This is an optimization exercise on Yosys and OpenROAD, whose aim is small area, not a production implementation.
The RTL was checked by simulation tests, not by an equivalence proof against the original design.

**constraint.sdc**
```tcl
create_clock -name core_clock -period 11.5 [get_ports {clk}]
set_input_delay 2.3000 -clock core_clock [delete_from_list [all_inputs] [get_ports {clk}]]
set_output_delay 2.3000 -clock core_clock [all_outputs]
set_load 0.01 [all_outputs]
```
**config.mk**
```make
export PLATFORM = sky130hd
export DESIGN_NAME = quant_mac_top
export DESIGN_NICKNAME = quant_mac_top
export VERILOG_FILES = /design/flow/design.v
export SDC_FILE = /design/flow/constraint.sdc
export NUM_CORES = 4
export LEC_CHECK = 0
export CAP_MARGIN = 20
export CORE_MARGIN = 2
export CORE_UTILIZATION = 40
export SLEW_MARGIN = 20
```
**design.v**
```verilog
module quant_mac_top (
    input  wire         clk,
    input  wire         mode,
    input  wire [15:0]  value,
    input  wire [15:0]  weight,
    input  wire [27:0]  ints,
    input  wire [17:0]  fps,
    output reg  [27:0]  intr,
    output reg  [17:0]  fpr
);
reg         mode_q;
reg [15:0]  value_q, weight_q;
reg [27:0]  ints_q;
reg [17:0]  fps_q;
wire [27:0] intr_d;
wire [17:0] fpr_d;
always @(posedge clk) begin
    mode_q   <= mode;
    value_q  <= value;
    weight_q <= weight;
    ints_q   <= ints;
    fps_q    <= fps;
    intr     <= intr_d;
    fpr      <= fpr_d;
end
mac_ve5_1intmode u_mac (
    .mode   (mode_q),
    .value  (value_q),
    .weight (weight_q),
    .ints   (ints_q),
    .fps    (fps_q),
    .intr   (intr_d),
    .fpr    (fpr_d)
);
endmodule

module mac_ve5_1intmode(
	mode,
    value, weight,
    ints, fps,
    intr, fpr
);
input   wire                mode;    
input   wire    [15: 0]     value, weight;
input   wire    [27: 0]     ints;    
input   wire    [17: 0]     fps;     
output  wire    [27: 0]     intr;    
output  wire    [17: 0]     fpr;     
wire                            weight_notzero  =   |weight;
wire                            value_notzero   =   |value;
wire    signed      [12: 0]     mul_weight  =   mode    ?   { weight[15] & weight_notzero, ~weight[15] & weight_notzero, weight[10:0] } :
                                                            { {5{weight[7]}}, weight[7:0] } ;
wire    signed      [12: 0]     mul_value   =   mode    ?   { 1'b0, value_notzero, value[10:0] } :
                                                            { 5'h0, value[7:0] } ;
wire    signed      [24: 0]     mul_result  =   mul_value * mul_weight;
wire    signed      [13: 0]     mul_result_fp=  mul_result[24:11]; 
wire    unsigned    [ 3: 0]     exp_weight  =   weight[14:11];
wire    unsigned    [ 4: 0]     exp_value   =   value[15:11];
wire    unsigned    [ 5: 0]     exp_mul_result = exp_value + exp_weight - 5'hc;
wire    unsigned    [ 4: 0]     fps_exp     =   fps[17:13];
wire    signed      [12: 0]     fps_man     =   fps[12:0];
assign                          intr        =   ints + { {12{mul_result[15]}}, mul_result[15:0] };
wire    signed      [ 5: 0]     shift       =   exp_mul_result - fps_exp;
wire                            mul_lt_fps  =   ~shift[5];
wire    signed      [13: 0]     acc_mul     =   mul_result_fp   >>> ( ~mul_lt_fps ? -shift : 0 );
wire    signed      [12: 0]     acc_fps     =   fps_man         >>> (  mul_lt_fps ?  shift : 0 );
wire    signed      [13: 0]     acc_fp_m    =   acc_mul + { acc_fps[12], acc_fps } ;
integer                         i;
reg     signed      [ 4: 0]     fpr_m_norm_shift;
always @* begin
    fpr_m_norm_shift = 0;
    for (i = 0; i < 13; i = i + 1) begin
        if (acc_fp_m[i] ^ acc_fp_m[13])
            fpr_m_norm_shift = 5'd11-i;
   end
end
wire    signed      [12: 0]     fpr_m       = &fpr_m_norm_shift ? acc_fp_m[13:1] : acc_fp_m << ( fpr_m_norm_shift );
wire    unsigned    [ 4: 0]     fpr_e       = ( mul_lt_fps ? exp_mul_result : fps_exp ) + ( -fpr_m_norm_shift );
assign                          fpr         =   { fpr_e, fpr_m };
endmodule 
```
**run.sh**
```bash
#!/bin/bash
# synth_recipe.tcl (not shown) runs the flow's synth.tcl, then flattens the netlist and writes it again
# the make line also repeats each setting of config.mk as NAME=value (left out here)
make -C /OpenROAD-flow-scripts/flow DESIGN_CONFIG=/design/flow/config.mk WORK_HOME=/design/flow/orfs CLKGATE_MAP_FILE= SYNTH_SCRIPT=/design/flow/synth_recipe.tcl finish
```
==> flow_metrics.tcl <==
set metrics [dict create \
    run_status "finished clean" \
    hold_depth 1 \
    layout_commonest_cell "inv_1" \
    drv_cap 0 \
    holdCritStartpoint "ints_q[0]" \
    hold_path.class "register to register" \
    cp_slowest_cell "fa_1" \
    ctsHoldBuffers 0 \
    max_freq_mhz 91.03 \
    slew_viol_final 0 \
    clock_path_buffers 2 \
    critPathMaxStageDelay_ns 0.55 \
    synth-edff-count 0 \
    min_to "intr[0]" \
    place_hpwl_um 26880 \
    yosysTopAreaCell "dfxtp_1" \
    start_util_pct 40.35 \
    cp_max_fo 8 \
    rr_endpoint "fpr[17]" \
    grt_max_degree 23 \
    synth-main-ff-cell "dfxtp_1" \
    cts_sinks 125 \
    ys_warn_count 2 \
    critical_path.top_delay_family "compound AO/OA/AOI/OAI gates" \
    die_w_um 182.0 \
    synthCells 1438 \
    start_kind "register" \
    gp_congestion 0.8760 \
    die-area_um2 33110 \
    post-place-ws_ns 0.1333 \
    path_buf_inv 6 \
    grt_pass1_vias 11040 \
    overflow 0 \
    avgViaCountPerCell 5.200 \
    hold_viol 0 \
    ys_types 83 \
    relSlewSlack_pct 48.36 \
    post-route-drc-count 0 \
    ff2ff_path_depth 47 \
    die_h_um 182.0 \
    ios 126 \
    critPathKind "register to register" \
    setup_viol 0 \
    grt_pass1_wl_um 53940 \
    io_buffers 125 \
    layout-drive-gt1-share_pct 12.16 \
    end_kind "register" \
    n_antenna_cell 0 \
    min_period_ns 10.99 \
    rows 65 \
    gr-usage-all-layers_pct 20.37 \
    htree_num_levels 4 \
    place_area_um2 14960 \
    critPathMostFrequentCell "fa_1" \
    reg2reg_from "weight_q[4]" \
    synth_top_area_share_pct 19.75 \
    crit_arrival_ns 11.30 \
    num-nets-final 1983 \
    wl_um 32660 \
    ys_seq_elements 125 \
    synth_seq_area_share_pct 19.75 \
    dr.pass1.iters 5 \
    synth.net_count 1781 \
    final_cell_area_um2 15700 \
    whs_ns 0.4552 \
    cts.clk_slew.worst_paths_ns 0.07 \
    final_cell_mix "inv_1, nand2_1, ha_1, clkdlybuf4s50_1, dfxtp_1" \
    ys_top_cells_by_area "dfxtp_1, fa_1, ha_1" \
    fin_ws_ns 0.5150 \
    area_growth_pct 23.91 \
    synthArstFlopShare_pct 0 \
    core_um2 31390 \
    clock-root-buffer "clkbuf_16" \
    antenna_left 0 \
    finClkSkew_ns 0.008700 \
    wl_per_cell_um 15.89 \
    r2r_slack_ns 0.51 \
    synth.cell_area_um2 12670 \
    cts_tree "built" \
    vias 10686 \
    drtIter0Drc 556 \
    grt_antenna_before_repair 0 \
    numCtsBuffers 17 \
    worstMarginPinSlew_ns 0.7717 \
    cp_data_required_time_ns 11.81 \
    final_util_pct 50.00 \
    clock_latency_ns 0.44 \
    layout_worst_path_cycle_share_pct 95.52 \
    syn_area_per_cell_um2 8.810 \
]
==> kinds of logic after synthesis <==
family	count (synthesis)	share of synthesized area, %
flops	125	19.75
compound gates	288	15.34
buf+inv	238	7.299
simple gates	424	16.37
mux	29	3.378
xor+xnor	71	5.077
fa+ha+maj	263	32.79
==> per-layer routing <==
layer,GRT usage (%),share of wire (%)
met5,0,0
met4,5.452,1.7
met3,3.510,3.6
met2,37.10,51
met1,24.78,44
==> flip-flops by register name, indices dropped and copies added (netlist names) <==
signal	count
fpr	18
fps_q	18
intr	28
ints_q	28
mode_q	1
value_q	16
weight_q	16
==> final cells by class <==
type                       instances  area, um2
fill                            3009      15700
multi-input combinational       1075       9346
sequential                       125       2504
timing repair buffer             229       2029
inverter                         192      742.0
tap                              402      503.0
clock buffer                      17      425.4
clock inverter                    15      147.6
==> repair_timing <==
| action | 4_1_cts | 5_1_grt |
|---|---|---|
| gates resized for setup | 0 | 35 |
| buffers inserted | 0 | 7 |
| endpoints found under the setup margin | 0 | 16 |
==> stage by stage <==
step | setup TNS (ns) | std cells
6_report | 0 | 2055
5_1_grt | -0.2462 | 2055
4_1_cts | 0 | 2047
3_5_place_dp | 0 | 2015
3_3_place_gp | 0 | 2015
2_1_floorplan | 0 | 1438
==> synthesized netlist by cell type, types with 10 or more instances <==
master / count
inv_1: 189
nor2_1: 69
nand2_1: 159
o21bai_1: 10
xor2_1: 26
xnor2_1: 43
ha_1: 148
nor4_1: 14
mux2i_1: 13
nand2b_1: 14
a31oi_1: 18
o21ai_0: 56
nor2b_1: 27
fa_1: 115
nor3_1: 19
and2_1: 35
and3_1: 23
nand3_1: 21
a21oi_1: 69
dfxtp_1: 125
a21o_1: 31
a211oi_1: 14
nand4_1: 10
clkbuf_1: 43
==> worst max path at each step <==
| stage | startpoint | endpoint | slack, ns | cells after the start |
|---|---|---|---|---|
| 2_1_floorplan | weight_q[10] | fpr[17] | 0.41 | 47 |
| 3_3_place_gp | weight_q[4] | fpr[10] | 0.21 | 45 |
| 3_5_place_dp | weight_q[4] | fpr[10] | 0.13 | 45 |
| 4_1_cts | weight_q[4] | fpr[10] | 0.06 | 45 |
| 5_1_grt | weight_q[4] | fpr[9] | -0.08 | 49 |
| 6_report | weight_q[4] | fpr[17] | 0.51 | 47 |

## what the ideal ports hide
In the flow no input, the clock included, has a driving cell. The finished layout below was timed again as built, in two steps. Step 1 sets driving cells, clkbuf_16 on the clock port and buf_2 on the other inputs (assumed; they add their load-dependent delay and slew). Step 2, shift: input delay + t, output delay - t, t = (earliest + latest rising clock arrival at the registers) / 2. This alone moves slack from input paths to output paths. Slacks: ideal / step 1 / step 2; pairs: ideal / step 1.
t, ns: 0.486
setup slack, ns: 0.515 / 0.515 / 0.515
slew at the worst register clock pin (ns): 0.07 / 0.07
pins driven straight from the clock port: 1
After both steps this run still meets setup and hold. The setup slack of this run moves by 0.000 ns with the drivers and by 0.000 ns with both steps.
